What follows belongs to an exercise in optimizing a design on an open flow for a short achievable clock period and few clock cycles; a production flow would make more cautious choices.
Only simulation tests tie the RTL to the original design; equivalence was not proved.
Power and IR drop assume default switching activity.

## design/flow/constraint.sdc

```tcl
create_clock -name core_clock -period 10.0 [get_ports {CPU_CLK}]
set_input_delay 2.0000 -clock core_clock [delete_from_list [all_inputs] [get_ports {CPU_CLK}]]
set_output_delay 2.0000 -clock core_clock [all_outputs]
set_load 0.01 [all_outputs]
```

## design/flow/config.mk

```make
export PLATFORM = sky130hd
export DESIGN_NAME = RV32Core
export DESIGN_NICKNAME = RV32Core
export VERILOG_FILES = /design/flow/design.v
export SDC_FILE = /design/flow/constraint.sdc
export NUM_CORES = 8
export LEC_CHECK = 0
export CAP_MARGIN = 20
export CORE_MARGIN = 2
export CORE_UTILIZATION = 50
export CTS_CLUSTER_DIAMETER = 100
export CTS_CLUSTER_SIZE = 20
export PLACE_DENSITY = 0.65
export SLEW_MARGIN = 20
export SYNTH_HIERARCHICAL = 1
```

## design/flow/design.v

```verilog
`timescale 1ns / 1ps
`timescale 1ns / 1ps
module Adder32(
    input wire [31:0] a, b,
    output wire [31:0] s
    );
    assign s = a + b;
endmodule
module Sub32(
    input wire [31:0] a, b,
    output wire [31:0] d
    );
    assign d = a - b;
endmodule
module Shifter(
    input wire [31:0] a,
    input wire [4:0] sh,
    input wire s_sll, s_srl, s_sra,
    output wire [31:0] q
    );
    wire [31:0] shl = a << sh;
    wire [31:0] shr = a >> sh;
    wire [31:0] sra = $signed(a) >>> sh;
    assign q = ({32{s_sll}} & shl) | ({32{s_srl}} & shr) | ({32{s_sra}} & sra);
endmodule
module SetLess(
    input wire [31:0] a, b,
    input wire s_slt, s_sltu,
    output wire q
    );
    assign q = (s_slt & ($signed(a) < $signed(b))) | (s_sltu & (a < b));
endmodule
module ResultSel(
    input wire [31:0] diff, shift, logic_r, pre,
    input wire slt,
    input wire s_sub, s_pre,
    output wire [31:0] rest
    );
    assign rest = ({32{s_sub}} & diff) | shift | logic_r | ({32{s_pre}} & pre) | {31'd0, slt};
endmodule
module ALU(
    input wire [31:0] aA, oA, a, o2,
    input wire [31:0] pre,        
    input wire s_add, s_sub, s_sll, s_srl, s_sra, s_slt, s_sltu, s_xor, s_or, s_and,
               s_pre,
    output wire [31:0] sum,
    output wire [31:0] rest       
    );
    wire [31:0] diff, shift;
    wire slt;
    Adder32 add(.a(aA), .b(oA), .s(sum));
    Sub32 sub(.a(aA), .b(oA), .d(diff));
    Shifter shu(.a(a), .sh(o2[4:0]), .s_sll(s_sll), .s_srl(s_srl), .s_sra(s_sra), .q(shift));
    SetLess slu(.a(a), .b(o2), .s_slt(s_slt), .s_sltu(s_sltu), .q(slt));
    wire [31:0] logic_r = ({32{s_xor}} & (a ^ o2)) | ({32{s_or}} & (a | o2)) | ({32{s_and}} & (a & o2));
    ResultSel rsel(.diff(diff), .shift(shift), .logic_r(logic_r), .pre(pre), .slt(slt),
                   .s_sub(s_sub), .s_pre(s_pre), .rest(rest));
endmodule
`timescale 1ns / 1ps
module BranchDecisionMaking(
    input wire [2:0] f3,
    input wire [31:0] a, b,
    output reg taken
    );
    wire beq = a == b;
    wire blt = $signed(a) < $signed(b);
    wire bltu = a < b;
    always @(*) begin
        case (f3)
            3'd0: taken = beq;
            3'd1: taken = !beq;
            3'd4: taken = blt;
            3'd5: taken = !blt;
            3'd6: taken = bltu;
            default: taken = !bltu;
        endcase
    end
endmodule
`timescale 1ns / 1ps
module DataExt(
    input wire [31:0] rd,
    input wire [2:0] f3,
    input wire [1:0] a,
    input wire ld,
    input wire [31:0] res,
    output wire [31:0] wdata
    );
    reg [31:0] ldv;
    always @(*) begin
        case (f3)
            3'd0: case (a)
                    2'd0: ldv = {{24{rd[7]}}, rd[7:0]};
                    2'd1: ldv = {{24{rd[15]}}, rd[15:8]};
                    2'd2: ldv = {{24{rd[23]}}, rd[23:16]};
                    default: ldv = {{24{rd[31]}}, rd[31:24]};
                  endcase
            3'd1: ldv = a[1] ? {{16{rd[31]}}, rd[31:16]} : {{16{rd[15]}}, rd[15:0]};
            3'd4: case (a)
                    2'd0: ldv = {24'd0, rd[7:0]};
                    2'd1: ldv = {24'd0, rd[15:8]};
                    2'd2: ldv = {24'd0, rd[23:16]};
                    default: ldv = {24'd0, rd[31:24]};
                  endcase
            3'd5: ldv = a[1] ? {16'd0, rd[31:16]} : {16'd0, rd[15:0]};
            default: ldv = rd;
        endcase
    end
    assign wdata = ld ? ldv : res;
endmodule
`timescale 1ns / 1ps
module EXSegReg(
    input wire [31:0] sum, rest, res_m, wdata, rv, imm,
    input wire g_sum, g_rest, g_m, g_w, g_rv, g_imm,
    output wire [31:0] q
    );
    assign q = ({32{g_sum}} & sum) | ({32{g_rest}} & rest) | ({32{g_m}} & res_m) |
               ({32{g_w}} & wdata) | ({32{g_rv}} & rv) | ({32{g_imm}} & imm);
endmodule
`timescale 1ns / 1ps
module HarzardUnit(
    input wire [4:0] rs1, rs2, rd_e, rd_m, rd_w,
    input wire v_d, v_e, wr_e, ld_e, v_m, wr_m, ld_m, wr_w,
    input wire use1, use2,
    output wire stall,
    output wire ga1, ga2, ga3, gar, gb1, gb2, gb3, gbr
    );
    wire d1a = v_e && wr_e && rd_e == rs1;    
    wire d2a = v_m && wr_m && rd_m == rs1;
    wire d3a = wr_w && rd_w == rs1;
    wire d1b = v_e && wr_e && rd_e == rs2;
    wire d2b = v_m && wr_m && rd_m == rs2;
    wire d3b = wr_w && rd_w == rs2;
    wire haz1 = use1 && ((d1a && ld_e) || (!d1a && d2a && ld_m));
    wire haz2 = use2 && ((d1b && ld_e) || (!d1b && d2b && ld_m));
    assign stall = v_d && (haz1 || haz2);
    assign ga1 = d1a;
    assign ga2 = !d1a && d2a;
    assign ga3 = !d1a && !d2a && d3a;
    assign gar = !d1a && !d2a && !d3a;
    assign gb1 = d1b;
    assign gb2 = !d1b && d2b;
    assign gb3 = !d1b && !d2b && d3b;
    assign gbr = !d1b && !d2b && !d3b;
endmodule
`timescale 1ns / 1ps
module IFSegReg(
    input wire taken,
    input wire sel_t, sel_n,           
    input wire [31:0] npc_t, npc_n,    
    input wire stall,
    input wire [31:0] pc_hold,         
    input wire [31:0] npc_ns,          
    output wire [31:0] npc
    );
    wire [31:0] npc_d = stall ? pc_hold : npc_ns;
    assign npc = taken ? (sel_t ? npc_t : npc_d) : (sel_n ? npc_n : npc_d);
endmodule
`timescale 1ns / 1ps
module TargetLo(
    input wire [31:0] pc,           
    input wire [31:0] ir,           
    output wire [6:0] lo,           
    output wire [31:7] imm_hi       
    );
    wire [31:0] imm_j = {{11{ir[31]}}, ir[31], ir[19:12], ir[20], ir[30:21], 1'b0};
    wire [31:0] imm_b = {{19{ir[31]}}, ir[31], ir[7], ir[30:25], ir[11:8], 1'b0};
    wire [31:0] imm = ir[2] ? imm_j : imm_b;
    assign lo = {1'b0, pc[6:1]} + {1'b0, imm[6:1]};
    assign imm_hi = imm[31:7];
endmodule
module NPC_Generator(
    input wire [31:7] pc_hi,
    input wire [31:7] imm_hi,
    input wire [6:0] lo,
    output wire [31:0] tgt
    );
    wire [25:0] hs = {pc_hi, lo[6]} + {imm_hi, lo[6]};
    assign tgt = {hs[25:1], lo[5:0], 1'b0};
endmodule
`timescale 1ns / 1ps
module RegisterFile(
    input wire [32*31-1:0] rf_flat,
    input wire [31:0] oh1, oh2,
    output reg [31:0] rv1, rv2
    );
    integer ri;
    always @(*) begin
        rv1 = 32'd0;
        rv2 = 32'd0;
        for (ri = 1; ri < 32; ri = ri + 1) begin
            rv1 = rv1 | ({32{oh1[ri]}} & rf_flat[32*(ri-1) +: 32]);
            rv2 = rv2 | ({32{oh2[ri]}} & rf_flat[32*(ri-1) +: 32]);
        end
    end
endmodule
`timescale 1ns / 1ps
module RV32Core(
    input wire CPU_CLK,
    input wire CPU_RST,
    output wire [31:0] IMEM_A,
    input wire [31:0] IMEM_RD,
    output wire [31:0] DMEM_A,
    output wire [31:0] DMEM_WD,
    output wire [3:0] DMEM_WE,
    input wire [31:0] DMEM_RD
    );
    wire clk = CPU_CLK;
    wire rst = CPU_RST;
    localparam NBTB = 2;
    reg [31:0] pc_f;           
    reg [31:0] pcn_f;          
    wire [31:0] pcq = ~pcn_f;
    reg        v_i;            
    reg [31:0] pc_i;
    reg        bh_i;           
    reg        skid_v;         
    reg [31:0] skid, skid_pc;
    reg [6:0]  skid_lo;
    reg [31:7] skid_ihi;
    reg        skid_bh;
    reg        v_d;
    reg [31:0] pc_d;
    reg        bh_d;
    reg [31:0] oh1, oh2;       
    reg [4:0]  rs1_d, rs2_d, rd_d;
    reg [2:0]  f3_d;
    reg        ld_d, st_d, br_d, jalr_d, jal_d;
    reg        use1_d, use2_d, wr_d, bimm_d, useA_d, useC_d, useS_d, useM_d;
    reg        rdir_d;         
    reg [31:0] imm_d;
    reg [6:0]  lo_d;            
    reg [31:7] ihi_d;          
    reg        s_add_d, s_sub_d, s_sll_d, s_srl_d, s_sra_d, s_slt_d, s_sltu_d,
               s_xor_d, s_or_d, s_and_d, s_imm_d, s_pcadd_d, s_pc4_d;
    reg        v_e;
    reg [31:0] pc_e;
    reg [4:0]  rd_e;
    reg        wr_e;           
    reg        ld_e, st_e, br_e, jalr_e, jal_e;
    reg [2:0]  f3_e;
    reg [31:0] imm_e;
    reg [31:0] aA, oA, aC, bC, a, o2;
    reg        s_add, s_sub, s_sll, s_srl, s_sra, s_slt, s_sltu, s_xor, s_or, s_and,
               s_pre;
    reg [31:0] pre_e;          
    reg [31:0] pc4_e;
    reg        pt_e;           
    reg [31:0] sum_m, rest_m;   
    reg        sadd_m;
    reg [31:0] dmem_a_q;
    reg [31:0] dmem_wd_q;
    reg [3:0]  dmem_we_q;
    reg [4:0]  rd_m;
    reg        v_m, wr_m, ld_m;
    reg [2:0]  f3_m;
    reg [31:0] res_w;
    reg [4:0]  rd_w;
    reg        wr_w, ld_w;
    reg [31:1] wen_w;          
    reg [2:0]  f3_w;
    reg [1:0]  a_w;
    reg [31:0] rf [1:31];
    reg [NBTB-1:0] btb_v;
    reg [29:0] btb_tag [0:NBTB-1];
    reg [29:0] btb_tgt [0:NBTB-1];
    reg        btb_ptr;
    assign IMEM_A  = pc_f;
    assign DMEM_A  = dmem_a_q;
    assign DMEM_WD = dmem_wd_q;
    assign DMEM_WE = dmem_we_q;
    reg        btb_hit;
    reg [29:0] btb_t;
    integer bi;
    always @(*) begin
        btb_hit = 1'b0;
        btb_t = 30'd0;
        for (bi = 0; bi < NBTB; bi = bi + 1)
            if (btb_v[bi] && btb_tag[bi] == pcq[31:2]) begin
                btb_hit = 1'b1;
                btb_t = btb_t | btb_tgt[bi];
            end
    end
    wire [31:0] pc_f4 = pcq + 32'd4;
    wire [6:0] lo_i;
    wire [31:7] ihi_i;
    wire [31:0] tgt_d;
    TargetLo tgt_lo(.pc(pc_i), .ir(IMEM_RD), .lo(lo_i), .imm_hi(ihi_i));
    NPC_Generator npc_gen(.pc_hi(pc_d[31:7]), .imm_hi(ihi_d), .lo(lo_d), .tgt(tgt_d));
    wire        src_v   = skid_v | v_i;
    wire [31:0] ir      = skid_v ? skid : IMEM_RD;
    wire [31:0] src_pc  = skid_v ? skid_pc : pc_i;
    wire        src_bh  = skid_v ? skid_bh : bh_i;
    wire [6:0] src_lo  = skid_v ? skid_lo : lo_i;
    wire [31:7] src_ihi = skid_v ? skid_ihi : ihi_i;
    wire [6:0] op = ir[6:0];
    wire [4:0] rd = ir[11:7];
    wire [2:0] f3 = ir[14:12];
    wire [4:0] rs1 = ir[19:15];
    wire [4:0] rs2 = ir[24:20];
    wire       f7b = ir[30];
    wire is_lui   = op == 7'b0110111;
    wire is_auipc = op == 7'b0010111;
    wire is_jal   = op == 7'b1101111;
    wire is_jalr  = op == 7'b1100111;
    wire is_br    = op == 7'b1100011;
    wire is_ld    = op == 7'b0000011;
    wire is_st    = op == 7'b0100011;
    wire is_opi   = op == 7'b0010011;
    wire is_op    = op == 7'b0110011;
    wire [31:0] imm_i = {{20{ir[31]}}, ir[31:20]};
    wire [31:0] imm_s = {{20{ir[31]}}, ir[31:25], ir[11:7]};
    wire [31:0] imm_b = {{19{ir[31]}}, ir[31], ir[7], ir[30:25], ir[11:8], 1'b0};
    wire [31:0] imm_u = {ir[31:12], 12'd0};
    wire [31:0] imm_j = {{11{ir[31]}}, ir[31], ir[19:12], ir[20], ir[30:21], 1'b0};
    reg  [31:0] src_oh1, src_oh2;
    integer oi;
    always @(*) begin
        for (oi = 0; oi < 32; oi = oi + 1) begin
            src_oh1[oi] = rs1 == oi;
            src_oh2[oi] = rs2 == oi;
        end
    end
    wire [31:0] rv1, rv2;
    wire [32*31-1:0] rf_flat;
    genvar gi;
    generate
        for (gi = 1; gi < 32; gi = gi + 1) begin : rff
            assign rf_flat[32*(gi-1) +: 32] = rf[gi];
        end
    endgenerate
    RegisterFile rf_read(.rf_flat(rf_flat), .oh1(oh1), .oh2(oh2), .rv1(rv1), .rv2(rv2));
    wire stall, ga1, ga2, ga3, gar, gb1, gb2, gb3, gbr;
    HarzardUnit hz(.rs1(rs1_d), .rs2(rs2_d), .rd_e(rd_e), .rd_m(rd_m), .rd_w(rd_w),
                   .v_d(v_d), .v_e(v_e), .wr_e(wr_e), .ld_e(ld_e), .v_m(v_m), .wr_m(wr_m),
                   .ld_m(ld_m), .wr_w(wr_w), .use1(use1_d), .use2(use2_d), .stall(stall),
                   .ga1(ga1), .ga2(ga2), .ga3(ga3), .gar(gar), .gb1(gb1), .gb2(gb2), .gb3(gb3), .gbr(gbr));
    wire [31:0] wdata;
    wire [31:0] sum, pcadd, rest_e;    
    wire [31:0] res_m = sadd_m ? sum_m : rest_m;
    wire [31:0] aA_n, oA_n, aC_n, bC_n, a_n, o2_n;
    EXSegReg opAA(.sum(sum), .rest(rest_e), .res_m(res_m), .wdata(wdata), .rv(rv1), .imm(imm_d),
                  .g_sum(ga1 & useA_d & s_add), .g_rest(ga1 & useA_d & !s_add), .g_m(ga2 & useA_d),
                  .g_w(ga3 & useA_d), .g_rv(gar & useA_d), .g_imm(1'b0), .q(aA_n));
    EXSegReg opOA(.sum(sum), .rest(rest_e), .res_m(res_m), .wdata(wdata), .rv(rv2), .imm(imm_d),
                  .g_sum(gb1 & !bimm_d & useA_d & s_add), .g_rest(gb1 & !bimm_d & useA_d & !s_add),
                  .g_m(gb2 & !bimm_d & useA_d), .g_w(gb3 & !bimm_d & useA_d), .g_rv(gbr & !bimm_d & useA_d),
                  .g_imm(bimm_d & useA_d), .q(oA_n));
    EXSegReg opAC(.sum(sum), .rest(rest_e), .res_m(res_m), .wdata(wdata), .rv(rv1), .imm(imm_d),
                  .g_sum(ga1 & useC_d & s_add), .g_rest(ga1 & useC_d & !s_add), .g_m(ga2 & useC_d),
                  .g_w(ga3 & useC_d), .g_rv(gar & useC_d), .g_imm(1'b0), .q(aC_n));
    EXSegReg opBC(.sum(sum), .rest(rest_e), .res_m(res_m), .wdata(wdata), .rv(rv2), .imm(imm_d),
                  .g_sum(gb1 & useS_d & s_add), .g_rest(gb1 & useS_d & !s_add), .g_m(gb2 & useS_d),
                  .g_w(gb3 & useS_d), .g_rv(gbr & useS_d), .g_imm(1'b0), .q(bC_n));
    EXSegReg opAM(.sum(sum), .rest(rest_e), .res_m(res_m), .wdata(wdata), .rv(rv1), .imm(imm_d),
                  .g_sum(ga1 & useM_d & s_add), .g_rest(ga1 & useM_d & !s_add), .g_m(ga2 & useM_d),
                  .g_w(ga3 & useM_d), .g_rv(gar & useM_d), .g_imm(1'b0), .q(a_n));
    EXSegReg opOM(.sum(sum), .rest(rest_e), .res_m(res_m), .wdata(wdata), .rv(rv2), .imm(imm_d),
                  .g_sum(gb1 & !bimm_d & useM_d & s_add), .g_rest(gb1 & !bimm_d & useM_d & !s_add),
                  .g_m(gb2 & !bimm_d & useM_d), .g_w(gb3 & !bimm_d & useM_d), .g_rv(gbr & !bimm_d & useM_d),
                  .g_imm(bimm_d & useM_d), .q(o2_n));
    wire redir_d = v_d && !bh_d && rdir_d;
    wire [31:0] auipc_d, pc4_d;
    Adder32 addau(.a(pc_d), .b(imm_d), .s(auipc_d));
    assign pc4_d = pc_d + 32'd4;
    wire pt_d = bh_d || redir_d;    
    wire [31:0] b  = bC;
    wire [31:0] pc4 = pc4_e;
    ALU alu(.aA(aA), .oA(oA), .a(a), .o2(o2), .pre(pre_e),
            .s_add(s_add), .s_sub(s_sub), .s_sll(s_sll), .s_srl(s_srl), .s_sra(s_sra),
            .s_slt(s_slt), .s_sltu(s_sltu), .s_xor(s_xor), .s_or(s_or), .s_and(s_and),
            .s_pre(s_pre), .sum(sum), .rest(rest_e));
    Adder32 addpc(.a(pc_e), .b(imm_e), .s(pcadd));    
    wire taken;
    BranchDecisionMaking bdm(.f3(f3_e), .a(aC), .b(bC), .taken(taken));
    wire act = br_e ? taken : jal_e;          
    wire misp = v_e && (jalr_e || act != pt_e);
    reg [3:0] we_e;
    reg [31:0] wd_e;
    always @(*) begin
        case (f3_e[1:0])
            2'd0: begin we_e = 4'b0001 << sum[1:0]; wd_e = {4{b[7:0]}}; end
            2'd1: begin we_e = sum[1] ? 4'b1100 : 4'b0011; wd_e = {2{b[15:0]}}; end
            default: begin we_e = 4'b1111; wd_e = b; end
        endcase
        if (!(v_e && st_e)) we_e = 4'b0000;
    end
    DataExt dext(.rd(DMEM_RD), .f3(f3_w), .a(a_w), .ld(ld_w), .res(res_w), .wdata(wdata));
    integer wi;
    always @(posedge clk) begin
        for (wi = 1; wi < 32; wi = wi + 1)
            if (rst) rf[wi] <= 32'd0;
            else if (wen_w[wi]) rf[wi] <= wdata;
    end
    wire take_d0 = redir_d && !stall;
    wire take_d = take_d0 && !misp;
    wire [31:0] npc_ns = redir_d ? tgt_d : btb_hit ? {btb_t, 2'b00} : pc_f4;
    wire [31:0] jalr_t = {sum[31:1], 1'b0};
    wire e_jalr = v_e && jalr_e;
    wire e_nb = v_e && !br_e;                  
    wire e_jn = e_nb && jal_e && !pt_e;        
    wire e_xp = e_nb && !jal_e && pt_e;        
    wire sel_t = e_jalr | (v_e && br_e && !pt_e) | e_jn | e_xp;
    wire sel_n = e_jalr | (v_e && br_e && pt_e) | e_jn | e_xp;
    wire [31:0] npc_t = e_jalr ? jalr_t : e_xp ? pc4 : pcadd;
    wire [31:0] npc_n = e_jalr ? jalr_t : e_jn ? pcadd : pc4;
    wire [31:0] npc;
    IFSegReg npc_sel(.taken(taken), .sel_t(sel_t), .sel_n(sel_n), .npc_t(npc_t), .npc_n(npc_n),
                     .stall(stall), .pc_hold(pcq), .npc_ns(npc_ns), .npc(npc));
    reg btbu_v;
    reg [29:0] btbu_pc, btbu_tgt;
    integer wj;
    always @(posedge clk) begin
        if (rst) begin
            pc_f <= 32'd0;
            pcn_f <= 32'hFFFFFFFF;
            v_i <= 1'b0;
            skid_v <= 1'b0;
            v_d <= 1'b0;
            v_e <= 1'b0;
            v_m <= 1'b0;
            wr_w <= 1'b0;
            wen_w <= 31'd0;
            dmem_we_q <= 4'd0;
            btb_v <= {NBTB{1'b0}};
            btb_ptr <= 1'b0;
            btbu_v <= 1'b0;
        end else begin
            pc_f <= npc;
            pcn_f <= ~npc;
            v_i <= !(misp || take_d);
            if (misp || take_d) begin
                v_d <= 1'b0;
                skid_v <= 1'b0;
            end else if (stall) begin
                if (v_i) skid_v <= 1'b1;
            end else begin
                v_d <= src_v;
                skid_v <= 1'b0;
            end
            v_e <= v_d && !stall && !misp;
            v_m <= v_e;
            dmem_we_q <= we_e;    
            wr_w <= v_m && wr_m;
            for (wj = 1; wj < 32; wj = wj + 1)
                wen_w[wj] <= v_m && wr_m && rd_m == wj;
            btbu_v <= v_e && act;
            if (btbu_v) begin : upd
                reg found;
                integer k;
                found = 1'b0;
                for (k = 0; k < NBTB; k = k + 1)
                    if (btb_v[k] && btb_tag[k] == btbu_pc) found = 1'b1;
                if (!found) begin
                    btb_v[btb_ptr] <= 1'b1;
                    btb_ptr <= !btb_ptr;
                end
            end
        end
    end
    always @(posedge clk) begin
        pc_i <= pcq;
        bh_i <= btb_hit;
        if (stall && !skid_v) begin
            skid <= IMEM_RD;
            skid_pc <= pc_i;
            skid_bh <= bh_i;
            skid_lo <= lo_i;
            skid_ihi <= ihi_i;
        end
        if (!stall) begin
            pc_d <= src_pc;
            bh_d <= src_bh;
            lo_d <= src_lo;
            ihi_d <= src_ihi;
            oh1 <= src_oh1;
            oh2 <= src_oh2;
            rs1_d <= rs1;
            rs2_d <= rs2;
            rd_d <= rd;
            f3_d <= f3;
            ld_d <= is_ld;
            st_d <= is_st;
            br_d <= is_br;
            jalr_d <= is_jalr;
            jal_d <= is_jal;
            use1_d <= is_jalr | is_br | is_ld | is_st | is_opi | is_op;
            use2_d <= is_br | is_st | is_op;
            wr_d <= (is_lui | is_auipc | is_jal | is_jalr | is_ld | is_opi | is_op) && rd != 5'd0;
            bimm_d <= !(is_op || is_br);
            useA_d <= is_ld | is_st | is_jalr | ((is_op | is_opi) & f3 == 3'd0);   
            useC_d <= is_br;                                                       
            useS_d <= is_br | is_st;                                               
            useM_d <= (is_op | is_opi) & f3 != 3'd0;                               
            rdir_d <= is_jal || (is_br && ir[31]);
            imm_d <= is_st ? imm_s : is_br ? imm_b : (is_lui | is_auipc) ? imm_u : is_jal ? imm_j : imm_i;
            s_add_d  <= (is_op && f3 == 3'd0 && !f7b) || (is_opi && f3 == 3'd0);
            s_sub_d  <= is_op && f3 == 3'd0 && f7b;
            s_sll_d  <= (is_op || is_opi) && f3 == 3'd1;
            s_slt_d  <= (is_op || is_opi) && f3 == 3'd2;
            s_sltu_d <= (is_op || is_opi) && f3 == 3'd3;
            s_xor_d  <= (is_op || is_opi) && f3 == 3'd4;
            s_srl_d  <= (is_op || is_opi) && f3 == 3'd5 && !f7b;
            s_sra_d  <= (is_op || is_opi) && f3 == 3'd5 && f7b;
            s_or_d   <= (is_op || is_opi) && f3 == 3'd6;
            s_and_d  <= (is_op || is_opi) && f3 == 3'd7;
            s_imm_d  <= is_lui;
            s_pcadd_d <= is_auipc;
            s_pc4_d  <= is_jal || is_jalr;
        end
        pc_e <= pc_d;
        rd_e <= rd_d;
        wr_e <= wr_d;
        ld_e <= ld_d;
        st_e <= st_d;
        br_e <= br_d;
        jalr_e <= jalr_d;
        jal_e <= jal_d;
        f3_e <= f3_d;
        imm_e <= imm_d;
        aA <= aA_n;
        oA <= oA_n;
        aC <= aC_n;
        bC <= bC_n;
        a  <= a_n;
        o2 <= o2_n;
        s_add <= s_add_d;
        s_sub <= s_sub_d;
        s_sll <= s_sll_d;
        s_srl <= s_srl_d;
        s_sra <= s_sra_d;
        s_slt <= s_slt_d;
        s_sltu <= s_sltu_d;
        s_xor <= s_xor_d;
        s_or <= s_or_d;
        s_and <= s_and_d;
        s_pre <= s_imm_d | s_pcadd_d | s_pc4_d;
        pre_e <= s_imm_d ? imm_d : s_pcadd_d ? auipc_d : pc4_d;
        pc4_e <= pc4_d;
        pt_e <= pt_d;
        sum_m <= sum;
        rest_m <= rest_e;
        sadd_m <= s_add;
        dmem_a_q <= sum;
        dmem_wd_q <= wd_e;
        rd_m <= rd_e;
        wr_m <= wr_e;
        ld_m <= ld_e;
        f3_m <= f3_e;
        res_w <= res_m;
        rd_w <= rd_m;
        ld_w <= ld_m;
        f3_w <= f3_m;
        a_w <= dmem_a_q[1:0];
        btbu_pc <= pc_e[31:2];
        btbu_tgt <= pcadd[31:2];
        if (btbu_v && !rst) begin : upd2
            reg found;
            integer k;
            found = 1'b0;
            for (k = 0; k < NBTB; k = k + 1)
                if (btb_v[k] && btb_tag[k] == btbu_pc) found = 1'b1;
            if (!found) begin
                btb_tag[btb_ptr] <= btbu_pc;
                btb_tgt[btb_ptr] <= btbu_tgt;
            end
        end
    end
endmodule
```

## design/flow/standard.sh

```bash
#!/bin/bash
# synth_recipe.tcl (not shown) runs the flow's synth.tcl, then flattens the netlist and writes it again
# the make line also repeats each setting of config.mk as NAME=value (left out here)
make -C /OpenROAD-flow-scripts/flow DESIGN_CONFIG=/design/flow/config.mk WORK_HOME=/design/flow/orfs CLKGATE_MAP_FILE= SYNTH_SCRIPT=/design/flow/synth_recipe.tcl "${@:-finish}"
```

## design/flow/flow/run.sh

```bash
#!/bin/bash
set -euo pipefail
MARGIN=${MARGIN:-6.8}
bash standard.sh SETUP_SLACK_MARGIN=$MARGIN finish > standard_flow.log 2>&1
```

==> results of run 1 <==
==> final cells by class <==
class	instances	area [sq um]	share of cell area, %
tap	2821	3530	2.93
multi-input combinational	7628	59000	48.9
timing repair inverter	2	12.5	0.0104
clock inverter	17	297	0.246
clock buffer	161	3200	2.65
timing repair buffer	634	6420	5.33
sequential	2108	46900	38.9
antenna	15	37.5	0.0311
inverter	298	1130	0.935
==> metal layers <==
metal | GRT usage [%] | up-vias | share of wire (%)
met5 | 0 | - | 0.018
li1 | - | 40000 | -
met1 | 49.7 | 46300 | 37
met4 | 28.2 | 14 | 8.6
met3 | 11.2 | 1667 | 12
met2 | 60.0 | 6499 | 42
==> layout by cell type, fill, tap and decap left out, drive strengths merged, types with 66 or more instances in the layout <==
master and n:
edfxtp 420, or4 66, a21o 99, clkbuf 178, ha 283, a221oi 116, buf 551, a22oi 1387
nor3 68, nand3 426, nand2 501, a31oi 84, xor2 156, a22o 71, inv 303, nor2 1374
nand2b 73, a21oi 274, o21ai 234, dfxtp 1688, mux2 192, nand4 204, xnor2 190, mux2i 1137
==> metrics by stage <==
step / total power [W] / setup WS, ns / util [%] / area, sq um / hold slack, ns
CTS: 0.0157 / 6.44 / 55.4 / 117000 / 0.308
detailed placement: 0.0104 / 4.44 / 51.8 / 110000 / 0.312
floorplan: 0.00986 / 0.514 / - / 107000 / 0.310
finish: 0.0158 / 6.39 / 56.9 / 121000 / 0.316
global route: 0.0162 / 6.32 / 56.9 / 120000 / 0.310
global placement: 0.0104 / 4.52 / 51.8 / 110000 / 0.316
==> worst max path at each step <==
| stage | from | to | slack (ns) | cells after the start |
|---|---|---|---|---|
| after CTS | ihi_d[7] | pc_f[28] | 6.44 | 15 |
| after floorplan | rs1_d[1] | skid[0] | 0.51 | 6 |
| after global placement | rs1_d[2] | skid[22] | 4.52 | 9 |
| final | aA[7] | pcn_f[24] | 6.39 | 12 |
| after detailed placement | rs1_d[3] | skid[4] | 4.44 | 9 |
| after global routing | lo_d[6] | pc_f[24] | 6.32 | 15 |
==> power by group through the flow <==
| stage | Clock (W) | Combinational [W] | Sequential [W] |
|---|---|---|---|
| floorplan | 0 | 0.000770 | 0.00909 |
| global placement | 0 | 0.00118 | 0.00918 |
| detailed placement | 0 | 0.00120 | 0.00918 |
| CTS | 0.00536 | 0.00135 | 0.00897 |
| global route | 0.00565 | 0.00157 | 0.00899 |
| finish | 0.00535 | 0.00151 | 0.00898 |
==> what timing repair did <==
item | CTS | global route
hold buffers | 0 | 0
setup buffers | 151 | 102
gates resized for setup | 1128 | 451
cloned | 20 | 15
setup endpoints to repair | 1835 | 1373
pin swaps | 133 | 201
==> qor.txt, run 1 <==
Worst EP required - 10.69 ns
I/O Buffers - 165
CTS sink cnt - 2108
Tot GR Track Use - 40.0%
Final Max Slew Viols - 0
CTS H-Tree Depth - 3
peak supply drop - 0.151 mV
initial antenna violation count - 30
crit-path most repeated cell - a21oi_4
gr ovfl total - 0
GP Congestion - 0.996
Post-layout nets - 11100
max reg flops - 992
Total Wirelength - 458000 um
hold path start - jalr_d
fillcell total - 18400
Hold Path Cell Cnt - 0
Largest regs - rf: 992 flops, btb_tag: 60 flops, btb_tgt: 60 flops
startpoint types - flop
synthesized area per cell - 9.76 sq um
WL/cell - 33.5 um
die area - 217000 sq um
WHS Endpoint - jalr_e
WP buf/inv - 0
sequential share of power - 56.7%
vias in the first global route - 88200
io pins - 166
PwrDens - 131 nW/um^2
Cell Rows - 169
clk buf depth - 3
CP top delay family - compound AO/OA/AOI/OAI gates
DRC violations left - 0
Initial Utilization - 50.2%
P_int - 0.0117 W
detailed-router iteration count before antenna repair - 11
Setup Skew - 0.0553 ns
Crit. End Element - flop
Initial DRC Count - 13900
NetSw - 0.00418 W
Pleak - 43.1 nW
via count - 94500
reg2reg setup slack - 6.39 ns
Synth Instances - 10900
TritonCTS clock tree - built
DPL Wire Length - 294000 um
setup tns final - 0 ns
Worst Path Max Fanout - 8
die width - 465 um
Die Y - 465 um
total of max-cap violations - 0
slowest CP cell - xnor2_2
RSZ-0062 raised after global routing - yes
Slew headroom - 28.7%
placed cells - 13200
P&R area growth vs syn - 13.3%
Clk pwr share - 33.8%
clk slew on worst S/H paths - 0.10 ns
hold crit path type - flop to flop
critical path, cell by cell - ha_1 -> a21oi_1 -> o32ai_2 -> a21oi_2 -> a21oi_4 -> a21oi_4 -> xnor2_2 -> nor2_1 -> a31oi_1 -> mux2i_1 -> o22ai_1 -> nand2b_1
clock root cell - clkbuf_16
endpoints failing setup - 0
Largest stage delay, worst path - 0.65 ns
TritonCTS Buffers - 119
Tcrit/Tclk final - 36.1%
core area - 212000 sq um
status - timing/DRC/antenna clean
combinational power share - 9.5%
Setup Crit Path Kind - flop to flop
Antenna Nets Post-Route - 0
WP data arrival - 4.29 ns
reg-to-reg startpoint - aA[7]
shortest period the worst path allows - 3.61 ns
Cell Area, Synth - 106000 sq um
largest net degree at the start of global routing - 200
first-pass GRT wire length - 636000 um
synthesis warning total - 11
Worst Reg-to-Reg Cells - 12
vias per cell - 6.91
Max Freq - 277 MHz
Slew @ Worst Pin - 1.07 ns
clock latency on the worst-skew pair - 0.86 ns
Hold Fails Final Rpt - 0
Biggest register - rf
Post-Layout Cell Count - 13700
Sw Ratio - 26.4%
layout cells sized above 1 - 17.8%
Critical R2R Capture - pcn_f[24]
Testbench counts, summed over its fixed seeds: cycles 228,080.
==> inputs of run 2 (changes only) <==
--- a/design/flow/design.v
+++ b/design/flow/design.v
@@ -238,4 +238,5 @@
     reg        wr_e;           
     reg        ld_e, st_e, br_e, jalr_e, jal_e;
+    reg        auipc_e;        
     reg [2:0]  f3_e;
     reg [31:0] imm_e;
@@ -363,5 +364,9 @@
     Adder32 addau(.a(pc_d), .b(imm_d), .s(auipc_d));
     assign pc4_d = pc_d + 32'd4;
-    wire pt_d = bh_d || redir_d;    
+    wire redirj_d = v_d && jalr_d && ga1 && auipc_e;
+    wire [31:0] tgtj_s;
+    Adder32 addj(.a(pre_e), .b(imm_d), .s(tgtj_s));
+    wire [31:0] tgtj_d = {tgtj_s[31:1], 1'b0};
+    wire pt_d = bh_d || redir_d || redirj_d;    
     wire [31:0] b  = bC;
     wire [31:0] pc4 = pc4_e;
@@ -374,5 +379,5 @@
     BranchDecisionMaking bdm(.f3(f3_e), .a(aC), .b(bC), .taken(taken));
     wire act = br_e ? taken : jal_e;          
-    wire misp = v_e && (jalr_e || act != pt_e);
+    wire misp = v_e && (jalr_e ? !pt_e : act != pt_e);
     reg [3:0] we_e;
     reg [31:0] wd_e;
@@ -392,12 +397,12 @@
             else if (wen_w[wi]) rf[wi] <= wdata;
     end
-    wire take_d0 = redir_d && !stall;
+    wire take_d0 = (redir_d || redirj_d) && !stall;
     wire take_d = take_d0 && !misp;
-    wire [31:0] npc_ns = redir_d ? tgt_d : btb_hit ? {btb_t, 2'b00} : pc_f4;
+    wire [31:0] npc_ns = redirj_d ? tgtj_d : redir_d ? tgt_d : btb_hit ? {btb_t, 2'b00} : pc_f4;
     wire [31:0] jalr_t = {sum[31:1], 1'b0};
-    wire e_jalr = v_e && jalr_e;
+    wire e_jalr = v_e && jalr_e && !pt_e;
     wire e_nb = v_e && !br_e;                  
     wire e_jn = e_nb && jal_e && !pt_e;        
-    wire e_xp = e_nb && !jal_e && pt_e;        
+    wire e_xp = e_nb && !jal_e && !jalr_e && pt_e;        
     wire sel_t = e_jalr | (v_e && br_e && !pt_e) | e_jn | e_xp;
     wire sel_n = e_jalr | (v_e && br_e && pt_e) | e_jn | e_xp;
@@ -515,4 +520,5 @@
         br_e <= br_d;
         jalr_e <= jalr_d;
+        auipc_e <= s_pcadd_d;
         jal_e <= jal_d;
         f3_e <= f3_d;
--- a/design/flow/config.mk
+++ b/design/flow/config.mk
@@ -9,6 +9,4 @@
 export CORE_MARGIN = 2
 export CORE_UTILIZATION = 50
-export CTS_CLUSTER_DIAMETER = 100
-export CTS_CLUSTER_SIZE = 20
 export PLACE_DENSITY = 0.65
 export SLEW_MARGIN = 20
==> qor.txt, run 2 <==
clk buf depth - 3 (unchanged)
hold crit path type - flop to flop (unchanged)
Total Wirelength - 474000 um (was 458000 um)
Initial Utilization - 50.1% (was 50.2%)
max reg flops - 992 (unchanged)
placed cells - 13500 (was 13200)
met3 Usage GRT - 11.8% (was 11.2%)
die area - 221000 sq um (was 217000 sq um)
Pleak - 46.6 nW (was 43.1 nW)
Worst Path Max Fanout - 5 (was 8)
io pins - 166 (unchanged)
via count - 97700 (was 94500)
I/O Buffers - 165 (unchanged)
critical path, cell by cell - ha_1 -> nand2_1 -> a21o_1 -> a22oi_4 -> a311oi_4 -> o311a_1 -> or3_4 -> o22ai_2 -> a21oi_2 -> mux2_4 -> mux2i_1 -> o22ai_2 -> nand2b_1 -> inv_1 (was ha_1 -> a21oi_1 -> o32ai_2 -> a21oi_2 -> a21oi_4 -> a21oi_4 -> xnor2_2 -> nor2_1 -> a31oi_1 -> mux2i_1 -> o22ai_1 -> nand2b_1)
total of max-cap violations - 0 (unchanged)
most common cell after layout, fill and taps aside - dfxtp_1 (unchanged)
CP top delay family - compound AO/OA/AOI/OAI gates (unchanged)
DRC violations left - 0 (unchanged)
layout cells sized above 1 - 20.0% (was 17.8%)
GR peak layer - met2 (unchanged)
WP depth - 14 (was 12)
WL/cell - 33.3 um (was 33.5 um)
largest net degree at the start of global routing - 213 (was 200)
Slew headroom - 10.9% (was 28.7%)
die width - 470 um (was 465 um)
reg2reg setup slack - 6.32 ns (was 6.39 ns)
Cell Area, Synth - 109000 sq um (was 106000 sq um)
Largest stage delay, worst path - 0.52 ns (was 0.65 ns)
most frequent cells in the layout - dfxtp_1, nor2_1, a22oi_1 (unchanged)
WP buf/inv - 1 (was 0)
Post-layout nets - 11500 (was 11100)
Worst EP required - 10.81 ns (was 10.69 ns)
CTS H-Tree Depth - 4 (was 3)
Biggest register - rf (unchanged)
synthesis warning total - 11 (unchanged)
synthesized area per cell - 9.74 sq um (was 9.76 sq um)
P&R area growth vs syn - 17.7% (was 13.3%)
status - timing/DRC/antenna clean (unchanged)
GP Congestion - 0.983 (was 0.996)
Tcrit/Tclk final - 36.8% (was 36.1%)
hold_buf cts - 0 (unchanged)
reg-to-reg startpoint - imm_d[13] (was aA[7])
crit-path most repeated cell - o22ai_2 (was a21oi_4)
Max Freq - 272 MHz (was 277 MHz)
Setup Skew - 0.0398 ns (was 0.0553 ns)
CP startpoint - imm_d[13] (was aA[7])
clock root cell - clkbuf_16 (unchanged)
Die Y - 470 um (was 465 um)
Post-Layout Cell Count - 14200 (was 13700)
Antenna Nets Post-Route - 0 (unchanged)
peak supply drop - 0.209 mV (was 0.151 mV)
Final Max Slew Viols - 0 (unchanged)
Worst Reg-to-Reg Cells - 14 (was 12)
M2 GR Usage - 61.1% (was 60.0%)
core area - 217000 sq um (was 212000 sq um)
Initial DRC Count - 14300 (was 13900)
fillcell total - 18300 (was 18400)
slowest CP cell - edfxtp_1 (was xnor2_2)
Largest regs - rf: 992 flops, btb_tag: 60 flops, btb_tgt: 60 flops (unchanged)
gr ovfl total - 0 (unchanged)
TritonCTS clock tree - built (unchanged)
Setup Crit Path Kind - flop to flop (unchanged)
Cell Rows - 171 (was 169)
clock latency on the worst-skew pair - 0.92 ns (was 0.86 ns)
detailed-router iteration count before antenna repair - 8 (was 11)
DPL Wire Length - 303000 um (was 294000 um)
startpoint types - flop (unchanged)
Synth Instances - 11100 (was 10900)
Critical R2R Capture - pc_f[31] (was pcn_f[24])
initial antenna violation count - 31 (was 30)
endpoints failing setup - 0 (unchanged)
RSZ-0062 raised after global routing - yes (unchanged)
shortest period the worst path allows - 3.68 ns (was 3.61 ns)
Hold Fails Final Rpt - 0 (unchanged)
vias per cell - 6.87 (was 6.91)
met1 global-route usage - 49.4% (was 49.7%)
TritonCTS Buffers - 222 (was 119)
CTS sink cnt - 2109 (was 2108)
setup tns final - 0 ns (unchanged)
WP data arrival - 4.50 ns (was 4.29 ns)
Tot GR Track Use - 40.4% (was 40.0%)
vias in the first global route - 91900 (was 88200)
PwrDens - 153 nW/um^2 (was 131 nW/um^2)
Crit. End Element - flop (unchanged)
Slew @ Worst Pin - 1.34 ns (was 1.07 ns)
first-pass GRT wire length - 658000 um (was 636000 um)
clk slew on worst S/H paths - 0.06 ns (was 0.10 ns)
critical path endpoint - pc_f[31] (was pcn_f[24])
run 2: timing repair:
item | CTS | global route
setup buffers | 154 | 96
hold endpoints to repair | 0 | 0
endpoints found under the setup margin | 1806 | 1225
pin swaps | 161 | 181
gates resized for setup | 1136 | 469
cloned | 28 | 14
run 2: worst min path at each step:
stage	endpoint	cells after the start	slack, ns	from
after detailed placement	f3_w[1]	0	0.31	f3_m[1]
after CTS	f3_w[1]	0	0.33	f3_m[1]
after global routing	f3_w[1]	0	0.33	f3_m[1]
final	f3_w[0]	0	0.33	f3_m[0]
after floorplan	f3_w[0]	0	0.31	f3_m[0]
after global placement	f3_w[1]	0	0.31	f3_m[1]
run 2: metrics by stage:
| stage | hold WS, ns | cell area (sq um) | worst slack (ns) | util, % | power, W |
|---|---|---|---|---|---|
| 5_1_grt | 0.332 | 128000 | 6.27 | 59.0 | 0.0199 |
| 2_1_floorplan | 0.310 | 109000 | 0.447 | - | 0.00993 |
| 3_5_place_dp | 0.314 | 112000 | 4.63 | 51.8 | 0.0105 |
| 6_report | 0.328 | 128000 | 6.32 | 59.0 | 0.0195 |
| 4_1_cts | 0.328 | 124000 | 6.31 | 57.5 | 0.0193 |
| 3_3_place_gp | 0.310 | 112000 | 4.72 | 51.8 | 0.0105 |
run 2: metal layers:
layer  part of all wire [%]  vias up  routed length [um]
met5                  0.028        -                 133
met4                    8.5       16               40400
met3                     12     1789               55600
met2                     43     6668              203000
met1                     37    47800              175000
li1                       -    41400                   -
run 2: where the power goes:
part	switching, W	internal (W)	leakage, nW	total [W]
clock	0.00375	0.00508	3.78	0.00883
combinational	0.00106	0.000630	24.7	0.00169
sequential	0.000202	0.00880	18.1	0.00901
run 2: cell type report:
class | instances | area, sq um | area share, %
diodes | 21 | 52.6 | 0.0411
clock buffers | 325 | 6440 | 5.04
clock inverters | 93 | 1290 | 1.01
inverters | 307 | 1160 | 0.909
multi-input cells | 7842 | 61200 | 47.9
flip-flops and latches | 2109 | 46900 | 36.7
well taps | 2854 | 3570 | 2.80
repair buffers | 669 | 7130 | 5.58
repair inverters | 1 | 7.51 | 0.00588
Testbench counts of run 2, summed over its fixed seeds: cycles 227,030.
==> inputs of run 3 (changes only) <==
--- a/design/flow/design.v
+++ b/design/flow/design.v
@@ -44,5 +44,6 @@
     input wire s_add, s_sub, s_sll, s_srl, s_sra, s_slt, s_sltu, s_xor, s_or, s_and,
                s_pre,
-    output wire [31:0] sum,
+    output wire [31:0] sum,       
+    output wire [31:0] sum2,      
     output wire [31:0] rest       
     );
@@ -50,4 +51,5 @@
     wire slt;
     Adder32 add(.a(aA), .b(oA), .s(sum));
+    Adder32 add2(.a(aA), .b(oA), .s(sum2));
     Sub32 sub(.a(aA), .b(oA), .d(diff));
     Shifter shu(.a(a), .sh(o2[4:0]), .s_sll(s_sll), .s_srl(s_srl), .s_sra(s_sra), .q(shift));
@@ -160,21 +162,21 @@
     input wire [31:0] pc,           
     input wire [31:0] ir,           
-    output wire [6:0] lo,           
-    output wire [31:7] imm_hi       
+    output wire [11:0] lo,          
+    output wire [31:12] imm_hi      
     );
     wire [31:0] imm_j = {{11{ir[31]}}, ir[31], ir[19:12], ir[20], ir[30:21], 1'b0};
     wire [31:0] imm_b = {{19{ir[31]}}, ir[31], ir[7], ir[30:25], ir[11:8], 1'b0};
     wire [31:0] imm = ir[2] ? imm_j : imm_b;
-    assign lo = {1'b0, pc[6:1]} + {1'b0, imm[6:1]};
-    assign imm_hi = imm[31:7];
+    assign lo = {1'b0, pc[11:1]} + {1'b0, imm[11:1]};
+    assign imm_hi = imm[31:12];
 endmodule
 module NPC_Generator(
-    input wire [31:7] pc_hi,
-    input wire [31:7] imm_hi,
-    input wire [6:0] lo,
+    input wire [31:12] pc_hi,
+    input wire [31:12] imm_hi,
+    input wire [11:0] lo,
     output wire [31:0] tgt
     );
-    wire [25:0] hs = {pc_hi, lo[6]} + {imm_hi, lo[6]};
-    assign tgt = {hs[25:1], lo[5:0], 1'b0};
+    wire [20:0] hs = {pc_hi, lo[11]} + {imm_hi, lo[11]};
+    assign tgt = {hs[20:1], lo[10:0], 1'b0};
 endmodule
 `timescale 1ns / 1ps
@@ -216,6 +218,6 @@
     reg        skid_v;         
     reg [31:0] skid, skid_pc;
-    reg [6:0]  skid_lo;
-    reg [31:7] skid_ihi;
+    reg [11:0] skid_lo;
+    reg [31:12] skid_ihi;
     reg        skid_bh;
     reg        v_d;
@@ -229,6 +231,6 @@
     reg        rdir_d;         
     reg [31:0] imm_d;
-    reg [6:0]  lo_d;            
-    reg [31:7] ihi_d;          
+    reg [11:0] lo_d;           
+    reg [31:12] ihi_d;         
     reg        s_add_d, s_sub_d, s_sll_d, s_srl_d, s_sra_d, s_slt_d, s_sltu_d,
                s_xor_d, s_or_d, s_and_d, s_imm_d, s_pcadd_d, s_pc4_d;
@@ -238,5 +240,4 @@
     reg        wr_e;           
     reg        ld_e, st_e, br_e, jalr_e, jal_e;
-    reg        auipc_e;        
     reg [2:0]  f3_e;
     reg [31:0] imm_e;
@@ -283,15 +284,15 @@
     end
     wire [31:0] pc_f4 = pcq + 32'd4;
-    wire [6:0] lo_i;
-    wire [31:7] ihi_i;
+    wire [11:0] lo_i;
+    wire [31:12] ihi_i;
     wire [31:0] tgt_d;
     TargetLo tgt_lo(.pc(pc_i), .ir(IMEM_RD), .lo(lo_i), .imm_hi(ihi_i));
-    NPC_Generator npc_gen(.pc_hi(pc_d[31:7]), .imm_hi(ihi_d), .lo(lo_d), .tgt(tgt_d));
+    NPC_Generator npc_gen(.pc_hi(pc_d[31:12]), .imm_hi(ihi_d), .lo(lo_d), .tgt(tgt_d));
     wire        src_v   = skid_v | v_i;
     wire [31:0] ir      = skid_v ? skid : IMEM_RD;
     wire [31:0] src_pc  = skid_v ? skid_pc : pc_i;
     wire        src_bh  = skid_v ? skid_bh : bh_i;
-    wire [6:0] src_lo  = skid_v ? skid_lo : lo_i;
-    wire [31:7] src_ihi = skid_v ? skid_ihi : ihi_i;
+    wire [11:0] src_lo  = skid_v ? skid_lo : lo_i;
+    wire [31:12] src_ihi = skid_v ? skid_ihi : ihi_i;
     wire [6:0] op = ir[6:0];
     wire [4:0] rd = ir[11:7];
@@ -337,5 +338,5 @@
                    .ga1(ga1), .ga2(ga2), .ga3(ga3), .gar(gar), .gb1(gb1), .gb2(gb2), .gb3(gb3), .gbr(gbr));
     wire [31:0] wdata;
-    wire [31:0] sum, pcadd, rest_e;    
+    wire [31:0] sum, sum2, pcadd, rest_e;    
     wire [31:0] res_m = sadd_m ? sum_m : rest_m;
     wire [31:0] aA_n, oA_n, aC_n, bC_n, a_n, o2_n;
@@ -364,9 +365,5 @@
     Adder32 addau(.a(pc_d), .b(imm_d), .s(auipc_d));
     assign pc4_d = pc_d + 32'd4;
-    wire redirj_d = v_d && jalr_d && ga1 && auipc_e;
-    wire [31:0] tgtj_s;
-    Adder32 addj(.a(pre_e), .b(imm_d), .s(tgtj_s));
-    wire [31:0] tgtj_d = {tgtj_s[31:1], 1'b0};
-    wire pt_d = bh_d || redir_d || redirj_d;    
+    wire pt_d = bh_d || redir_d;    
     wire [31:0] b  = bC;
     wire [31:0] pc4 = pc4_e;
@@ -374,19 +371,22 @@
             .s_add(s_add), .s_sub(s_sub), .s_sll(s_sll), .s_srl(s_srl), .s_sra(s_sra),
             .s_slt(s_slt), .s_sltu(s_sltu), .s_xor(s_xor), .s_or(s_or), .s_and(s_and),
-            .s_pre(s_pre), .sum(sum), .rest(rest_e));
+            .s_pre(s_pre), .sum(sum), .sum2(sum2), .rest(rest_e));
     Adder32 addpc(.a(pc_e), .b(imm_e), .s(pcadd));    
     wire taken;
     BranchDecisionMaking bdm(.f3(f3_e), .a(aC), .b(bC), .taken(taken));
     wire act = br_e ? taken : jal_e;          
-    wire misp = v_e && (jalr_e ? !pt_e : act != pt_e);
+    reg        jp_v;
+    reg [31:0] jp_t;
+    wire ve = v_e && !jp_v;                   
+    wire misp = jp_v || (ve && (jalr_e || act != pt_e));
     reg [3:0] we_e;
     reg [31:0] wd_e;
     always @(*) begin
         case (f3_e[1:0])
-            2'd0: begin we_e = 4'b0001 << sum[1:0]; wd_e = {4{b[7:0]}}; end
-            2'd1: begin we_e = sum[1] ? 4'b1100 : 4'b0011; wd_e = {2{b[15:0]}}; end
+            2'd0: begin we_e = 4'b0001 << sum2[1:0]; wd_e = {4{b[7:0]}}; end
+            2'd1: begin we_e = sum2[1] ? 4'b1100 : 4'b0011; wd_e = {2{b[15:0]}}; end
             default: begin we_e = 4'b1111; wd_e = b; end
         endcase
-        if (!(v_e && st_e)) we_e = 4'b0000;
+        if (!(ve && st_e)) we_e = 4'b0000;
     end
     DataExt dext(.rd(DMEM_RD), .f3(f3_w), .a(a_w), .ld(ld_w), .res(res_w), .wdata(wdata));
@@ -397,16 +397,16 @@
             else if (wen_w[wi]) rf[wi] <= wdata;
     end
-    wire take_d0 = (redir_d || redirj_d) && !stall;
+    wire take_d0 = redir_d && !stall;
     wire take_d = take_d0 && !misp;
-    wire [31:0] npc_ns = redirj_d ? tgtj_d : redir_d ? tgt_d : btb_hit ? {btb_t, 2'b00} : pc_f4;
-    wire [31:0] jalr_t = {sum[31:1], 1'b0};
-    wire e_jalr = v_e && jalr_e && !pt_e;
-    wire e_nb = v_e && !br_e;                  
+    wire [31:0] npc_ns = redir_d ? tgt_d : btb_hit ? {btb_t, 2'b00} : pc_f4;
+    wire [31:0] jalr_t = {sum2[31:1], 1'b0};
+    wire e_jalr = jp_v;
+    wire e_nb = ve && !br_e && !jalr_e;                  
     wire e_jn = e_nb && jal_e && !pt_e;        
-    wire e_xp = e_nb && !jal_e && !jalr_e && pt_e;        
-    wire sel_t = e_jalr | (v_e && br_e && !pt_e) | e_jn | e_xp;
-    wire sel_n = e_jalr | (v_e && br_e && pt_e) | e_jn | e_xp;
-    wire [31:0] npc_t = e_jalr ? jalr_t : e_xp ? pc4 : pcadd;
-    wire [31:0] npc_n = e_jalr ? jalr_t : e_jn ? pcadd : pc4;
+    wire e_xp = e_nb && !jal_e && pt_e;        
+    wire sel_t = e_jalr | (ve && br_e && !pt_e) | e_jn | e_xp;
+    wire sel_n = e_jalr | (ve && br_e && pt_e) | e_jn | e_xp;
+    wire [31:0] npc_t = e_jalr ? jp_t : e_xp ? pc4 : pcadd;
+    wire [31:0] npc_n = e_jalr ? jp_t : e_jn ? pcadd : pc4;
     wire [31:0] npc;
     IFSegReg npc_sel(.taken(taken), .sel_t(sel_t), .sel_n(sel_n), .npc_t(npc_t), .npc_n(npc_n),
@@ -430,4 +430,5 @@
             btb_ptr <= 1'b0;
             btbu_v <= 1'b0;
+            jp_v <= 1'b0;
         end else begin
             pc_f <= npc;
@@ -444,10 +445,11 @@
             end
             v_e <= v_d && !stall && !misp;
-            v_m <= v_e;
+            v_m <= ve;
+            jp_v <= ve && jalr_e;
             dmem_we_q <= we_e;    
             wr_w <= v_m && wr_m;
             for (wj = 1; wj < 32; wj = wj + 1)
                 wen_w[wj] <= v_m && wr_m && rd_m == wj;
-            btbu_v <= v_e && act;
+            btbu_v <= ve && act;
             if (btbu_v) begin : upd
                 reg found;
@@ -520,5 +522,4 @@
         br_e <= br_d;
         jalr_e <= jalr_d;
-        auipc_e <= s_pcadd_d;
         jal_e <= jal_d;
         f3_e <= f3_d;
@@ -544,8 +545,8 @@
         pc4_e <= pc4_d;
         pt_e <= pt_d;
-        sum_m <= sum;
+        sum_m <= sum2;
         rest_m <= rest_e;
         sadd_m <= s_add;
-        dmem_a_q <= sum;
+        dmem_a_q <= sum2;
         dmem_wd_q <= wd_e;
         rd_m <= rd_e;
@@ -558,4 +559,5 @@
         f3_w <= f3_m;
         a_w <= dmem_a_q[1:0];
+        jp_t <= jalr_t;
         btbu_pc <= pc_e[31:2];
         btbu_tgt <= pcadd[31:2];
==> qor.txt, run 3 <==
hold path start - f3_m[1] (was f3_m[0])
Tcrit/Tclk final - 34.8% (was 36.8%)
Sw Ratio - 25.3% (was 25.6%)
vias in the first global route - 90400 (was 91900)
Max Freq - 288 MHz (was 272 MHz)
clock root cell - clkbuf_16 (unchanged)
io pins - 166 (unchanged)
Post-Layout Cell Count - 14200 (about the same)
CTS sink cnt - 2109 (unchanged)
CP top delay family - flip-flops (was compound AO/OA/AOI/OAI gates)
setup tns final - 0 ns (unchanged)
fillcell total - 18000 (was 18300)
clk buf depth - 3 (unchanged)
reg-to-reg startpoint - bC[20] (was imm_d[13])
Pleak - 46.1 nW (was 46.6 nW)
most frequent cells in the layout - dfxtp_1, nor2_1, a22oi_1 (unchanged)
Hold Fails Final Rpt - 0 (unchanged)
clock latency on the worst-skew pair - 0.91 ns (was 0.92 ns)
TritonCTS Buffers - 222 (unchanged)
hold_buf cts - 0 (unchanged)
WL/cell - 32.5 um (was 33.3 um)
I/O Buffers - 165 (unchanged)
first-pass GRT wire length - 645000 um (was 658000 um)
WP data arrival - 1.48 ns (was 4.50 ns)
Worst EP required - 8.00 ns (was 10.81 ns)
Setup Skew - 0.0844 ns (was 0.0398 ns)
P&R area growth vs syn - 17.2% (was 17.7%)
Biggest register - rf (unchanged)
CP startpoint - dmem_a_q[18] (was imm_d[13])
via count - 96900 (was 97700)
startpoint types - flop (unchanged)
max reg flops - 992 (unchanged)
Synth Instances - 11100 (about the same)
RSZ-0062 raised after global routing - yes (unchanged)
critical path, cell by cell - buf_8 -> buf_6 (was ha_1 -> nand2_1 -> a21o_1 -> a22oi_4 -> a311oi_4 -> o311a_1 -> or3_4 -> o22ai_2 -> a21oi_2 -> mux2_4 -> mux2i_1 -> o22ai_2 -> nand2b_1 -> inv_1)
DRC violations left - 0 (unchanged)
Antenna Nets Post-Route - 0 (unchanged)
most common cell after layout, fill and taps aside - dfxtp_1 (unchanged)
Initial Utilization - 50.3% (was 50.1%)
largest net degree at the start of global routing - 202 (was 213)
Initial DRC Count - 14800 (was 14300)
endpoints failing setup - 0 (unchanged)
core area - 215000 sq um (was 217000 sq um)
Post-layout nets - 11500 (about the same)
CTS H-Tree Depth - 4 (unchanged)
vias per cell - 6.84 (was 6.87)
Final Max Slew Viols - 0 (unchanged)
Setup Crit Path Kind - flop to primary output (was flop to flop)
P_int - 0.0147 W (was 0.0145 W)
die width - 469 um (was 470 um)
synthesized area per cell - 9.73 sq um (was 9.74 sq um)
DPL Wire Length - 298000 um (was 303000 um)
initial antenna violation count - 34 (was 31)
Post-DP Area - 111000 sq um (was 112000 sq um)
hold crit path type - flop to flop (unchanged)
layout cells sized above 1 - 19.1% (was 20.0%)
placed cells - 13400 (was 13500)
Die Y - 469 um (was 470 um)
Cell Area, Synth - 108000 sq um (was 109000 sq um)
Largest stage delay, worst path - 0.33 ns (was 0.52 ns)
GP Congestion - 1.01 (was 0.983)
Slew headroom - 27.5% (was 10.9%)
combinational power share - 8.2% (was 8.6%)
synthesis warning total - 11 (unchanged)
PwrDens - 156 nW/um^2 (was 153 nW/um^2)
Largest regs - rf: 992 flops, btb_tag: 60 flops, btb_tgt: 60 flops (unchanged)
design area - 126000 sq um (was 128000 sq um)
Clk pwr share - 46.0% (was 45.2%)
die area - 220000 sq um (was 221000 sq um)
PnR Total Power - 0.0197 W (was 0.0195 W)
peak supply drop - 0.181 mV (was 0.209 mV)
Total Wirelength - 460000 um (was 474000 um)
detailed-router iteration count before antenna repair - 12 (was 8)
Cell Rows - 170 (was 171)
sequential share of power - 45.8% (was 46.1%)
TritonCTS clock tree - built (unchanged)
slowest CP cell - dfxtp_2 (was edfxtp_1)
clk slew on worst S/H paths - 0.07 ns (was 0.06 ns)
Final Core Density - 58.9% (was 59.0%)
NetSw - 0.00497 W (was 0.00501 W)
status - timing/DRC/antenna clean (unchanged)
Slew @ Worst Pin - 1.08 ns (was 1.34 ns)
gr ovfl total - 0 (unchanged)
Crit. End Element - primary output (was flop)
WP buf/inv - 2 (was 1)
Worst Path Max Fanout - 2 (was 5)
shortest period the worst path allows - 3.48 ns (was 3.68 ns)
Tot GR Track Use - 39.9% (was 40.4%)
total of max-cap violations - 0 (unchanged)
-- run 3: final timing paths --
check | endpoint | slack [ns] | cells past startpoint
hold reg to reg | f3_w[1] | 0.32 | 0
setup reg to reg | pcn_f[25] | 6.67 | 17
setup / recovery | DMEM_A[18] | 6.52 | 2
hold / removal | f3_w[1] | 0.32 | 0
-- run 3: layout make-up --
class	instances	area (sq um)	share of cell area, %
Antenna cell	12	30.0	0.0237
Multi-Input combinational cell	7823	60000	47.4
Inverter	303	1140	0.904
Tap cell	2838	3550	2.81
Timing Repair Buffer	671	6820	5.39
Clock inverter	110	1460	1.15
Clock buffer	311	6570	5.20
Sequential cell	2109	46900	37.1
-- run 3: per-layer routing --
layer	wire (um)	track usage [%]
met5	127	0.0649
met2	196000	59.5
met4	38800	27.7
met1	170000	50.0
met3	56300	10.9
-- run 3: worst reg2reg max path: stages (launching register included) --
cell      delay [ns]
dfxtp_2         0.42
inv_1           0.08
ha_1            0.27
nand2_1         0.06
nor4_2          0.30
buf_4           0.21
nand4_1         0.19
xnor2_1         0.20
nand2_1         0.16
o311ai_4        0.12
buf_6           0.16
buf_6           0.12
buf_8           0.13
buf_16          0.15
buf_12          0.15
buf_6           0.12
o22ai_4         0.24
nand2b_1        0.11
-- run 3: power groups by stage --
stage          logic [W]  clock network, W  registers, W
2_1_floorplan   0.000799                 0       0.00910
3_5_place_dp     0.00123                 0       0.00922
5_1_grt          0.00168           0.00943       0.00901
4_1_cts          0.00142           0.00908       0.00900
3_3_place_gp     0.00121                 0       0.00922
6_report         0.00161           0.00906       0.00901
-- run 3: timing repair --
action | in CTS | in global routing
hold endpoints to repair | 0 | 0
endpoints found under the setup margin | 1826 | 1329
resized for setup | 992 | 469
pin swaps | 97 | 192
gates cloned | 31 | 8
setup buffers | 179 | 109
-- run 3: through the flow --
stage	hold WS (ns)	setup slack, ns
final	0.323	6.52
after global placement	0.313	4.91
after floorplan	0.310	0.511
after global routing	0.338	6.50
after detailed placement	0.315	4.87
after CTS	0.327	6.48
Testbench counts of run 3, summed over its fixed seeds: cycles 229,130.
==> inputs of run 4 (changes only) <==
==> design/flow/flow/run.sh (replaced) <==
#!/bin/bash
set -euo pipefail
MARGIN=${MARGIN:-7.0}
bash standard.sh SETUP_SLACK_MARGIN=$MARGIN finish > standard_flow.log 2>&1
==> qor.txt, run 4 <==
status - timing/DRC/antenna clean (unchanged)
GR peak layer - met2 (unchanged)
Slew @ Worst Pin - 1.20 ns (was 1.08 ns)
critical path, cell by cell - buf_6 (was buf_8 -> buf_6)
met1 global-route usage - 50.7% (was 50.0%)
Post-layout nets - 11700 (was 11500)
Worst Path Max Fanout - 2 (unchanged)
setup tns final - 0 ns (unchanged)
via count - 98700 (was 96900)
WP buf/inv - 1 (was 2)
Final Core Density - 61.3% (was 58.9%)
vias per cell - 6.88 (was 6.84)
Tot GR Track Use - 40.5% (was 39.9%)
hold_buf cts - 0 (unchanged)
WHS Endpoint - f3_w[1] (unchanged)
DPL Wire Length - 298000 um (unchanged)
Max Freq - 286 MHz (was 288 MHz)
layout cells sized above 1 - 23.9% (was 19.1%)
fillcell total - 17300 (was 18000)
I/O Buffers - 165 (unchanged)
GP Congestion - 1.01 (unchanged)
most common cell after layout, fill and taps aside - dfxtp_1 (unchanged)
DRC violations left - 0 (unchanged)
Cell Area, Synth - 108000 sq um (unchanged)
Cell Rows - 170 (unchanged)
gr ovfl total - 0 (unchanged)
Antenna Nets Post-Route - 0 (unchanged)
register area - 47000 sq um (was 46900 sq um)
endpoints failing setup - 0 (unchanged)
Worst EP required - 8.00 ns (about the same)
CTS sink cnt - 2109 (unchanged)
synthesized area per cell - 9.73 sq um (unchanged)
Synth Instances - 11100 (unchanged)
max reg flops - 992 (unchanged)
die area - 220000 sq um (unchanged)
shortest period the worst path allows - 3.49 ns (was 3.48 ns)
CP top delay family - flip-flops (unchanged)
Critical R2R Capture - pc_f[27] (was pcn_f[25])
largest net degree at the start of global routing - 120 (was 202)
reg-to-reg startpoint - pc_d[21] (was bC[20])
Slew headroom - 19.5% (was 27.5%)
Tcrit/Tclk final - 34.9% (was 34.8%)
Largest regs - rf: 992 flops, btb_tag: 60 flops, btb_tgt: 60 flops (unchanged)
vias in the first global route - 91900 (was 90400)
clk slew on worst S/H paths - 0.08 ns (was 0.07 ns)
hold path start - f3_m[1] (unchanged)
Crit. End Element - primary output (unchanged)
WL/cell - 32.9 um (was 32.5 um)
M2 GR Usage - 60.1% (was 59.5%)
PwrDens - 151 nW/um^2 (was 156 nW/um^2)
core area - 215000 sq um (unchanged)
total of max-cap violations - 0 (unchanged)
clock root cell - clkbuf_16 (unchanged)
Hold Fails Final Rpt - 0 (unchanged)
Setup Skew - 0.0820 ns (was 0.0844 ns)
Die Y - 469 um (unchanged)
TritonCTS Buffers - 222 (unchanged)
Pleak - 47.8 nW (was 46.1 nW)
Setup Crit Path Kind - flop to primary output (unchanged)
Hold Path Cell Cnt - 0 (unchanged)
slowest CP cell - dfxtp_4 (was dfxtp_2)
clk buf depth - 3 (unchanged)
Initial Utilization - 50.3% (unchanged)
synthesis warning total - 11 (unchanged)
P&R area growth vs syn - 21.8% (was 17.2%)
WP data arrival - 1.49 ns (was 1.48 ns)
first-pass GRT wire length - 654000 um (was 645000 um)
CTS H-Tree Depth - 4 (unchanged)
Total Wirelength - 472000 um (was 460000 um)
detailed-router iteration count before antenna repair - 11 (was 12)
initial antenna violation count - 37 (was 34)
io pins - 166 (unchanged)
reg2reg setup slack - 6.64 ns (was 6.67 ns)
Worst Reg-to-Reg Cells - 15 (was 17)
RSZ-0062 raised after global routing - yes (unchanged)
Largest stage delay, worst path - 0.46 ns (was 0.33 ns)
Initial DRC Count - 15400 (was 14800)
die width - 469 um (unchanged)
startpoint types - flop (unchanged)
Final Max Slew Viols - 0 (unchanged)
area of the multi-input gates - 62800 sq um (was 60000 sq um)
met3 Usage GRT - 11.0% (was 10.9%)
clock latency on the worst-skew pair - 0.91 ns (about the same)
peak supply drop - 0.180 mV (was 0.181 mV)
Biggest register - rf (unchanged)
hold crit path type - flop to flop (unchanged)
TritonCTS clock tree - built (unchanged)
most frequent cells in the layout - dfxtp_1, nor2_1, a22oi_1 (unchanged)
run 4: routing by layer:
| metal | up-vias | wire length, um |
|---|---|---|
| met5 | - | 174 |
| met4 | 24 | 41000 |
| met3 | 1820 | 57300 |
| met2 | 7032 | 200000 |
| met1 | 48200 | 173000 |
| li1 | 41600 | - |
run 4: worst max-delay path by stage:
stage / end / cells after the start / start / slack, ns
2_1_floorplan: skid[0] / 6 / rs1_d[1] / 0.51
3_3_place_gp: lo_d[8] / 11 / IMEM_RD[2] / 4.91
3_5_place_dp: imm_d[16] / 7 / IMEM_RD[2] / 4.87
4_1_cts: DMEM_A[13] / 2 / dmem_a_q[13] / 6.48
5_1_grt: DMEM_A[28] / 1 / dmem_a_q[28] / 6.50
6_report: DMEM_A[28] / 1 / dmem_a_q[28] / 6.51
run 4: final cells by class:
class,instances,area share (%)
Antenna cell,11,0.0209
Clock buffer,311,5.00
Clock inverter,110,1.11
Inverter,303,0.879
Multi-Input combinational cell,7824,47.7
Sequential cell,2109,35.7
Tap cell,2838,2.70
Timing Repair Buffer,845,6.83
run 4: timing repair:
item,in CTS,in global routing
cloned,38,21
hold endpoints to repair,0,0
resized for setup,1488,698
pin swaps,336,358
endpoints found under the setup margin,1932,1446
setup buffers,312,131
run 4: power by group:
group	total, W	internal (W)	switching (W)
Clock	0.00905	0.00530	0.00376
Combinational	0.00179	0.000704	0.00109
Sequential	0.00901	0.00880	0.000207
run 4: metrics by stage:
stage / instances / total power (W) / setup slack, ns / hold slack, ns / instance area [sq um]
after floorplan: 11100 / 0.00989 / 0.511 / 0.310 / 109000
after global placement: 13400 / 0.0104 / 4.91 / 0.313 / 111000
after detailed placement: 13400 / 0.0104 / 4.87 / 0.315 / 111000
after CTS: 14200 / 0.0196 / 6.48 / 0.327 / 127000
after global routing: 14300 / 0.0203 / 6.50 / 0.339 / 131000
final: 14400 / 0.0199 / 6.51 / 0.323 / 132000

==> what the ideal ports hide <==
Ports are ideal in the flow. The routed layouts listed here were re-timed in OpenROAD.
Step 1 assumes that a clkbuf_16 drives the clock port and a buf_2 every other input.
Step 2 also shifts input and output timing later by t, the mid clock arrival at the registers, as if the neighbouring blocks saw the same clock.
a / b / c = ideal ports / drivers / drivers and shift; a / b = the first two.
run | t (ns) | setup WS [ns] | worst register clock-pin slew, ns | cell pins on the clock port's net
run 1 | 0.938 | 6.393 / 6.393 / 5.776 | 0.10 / 0.10 | 1
run 2 | 1.000 | 6.318 / 6.318 / 5.803 | 0.07 / 0.07 | 1
run 3 | 0.974 | 6.523 / 6.421 / 5.706 | 0.07 / 0.07 | 1
run 4 | 0.961 | 6.509 / 6.416 / 5.681 | 0.08 / 0.08 | 1
After both steps setup and hold are still met in every run listed. For run 4, which loses most, drivers alone change the setup slack by -0.093 ns; drivers and shift together by -0.828 ns.
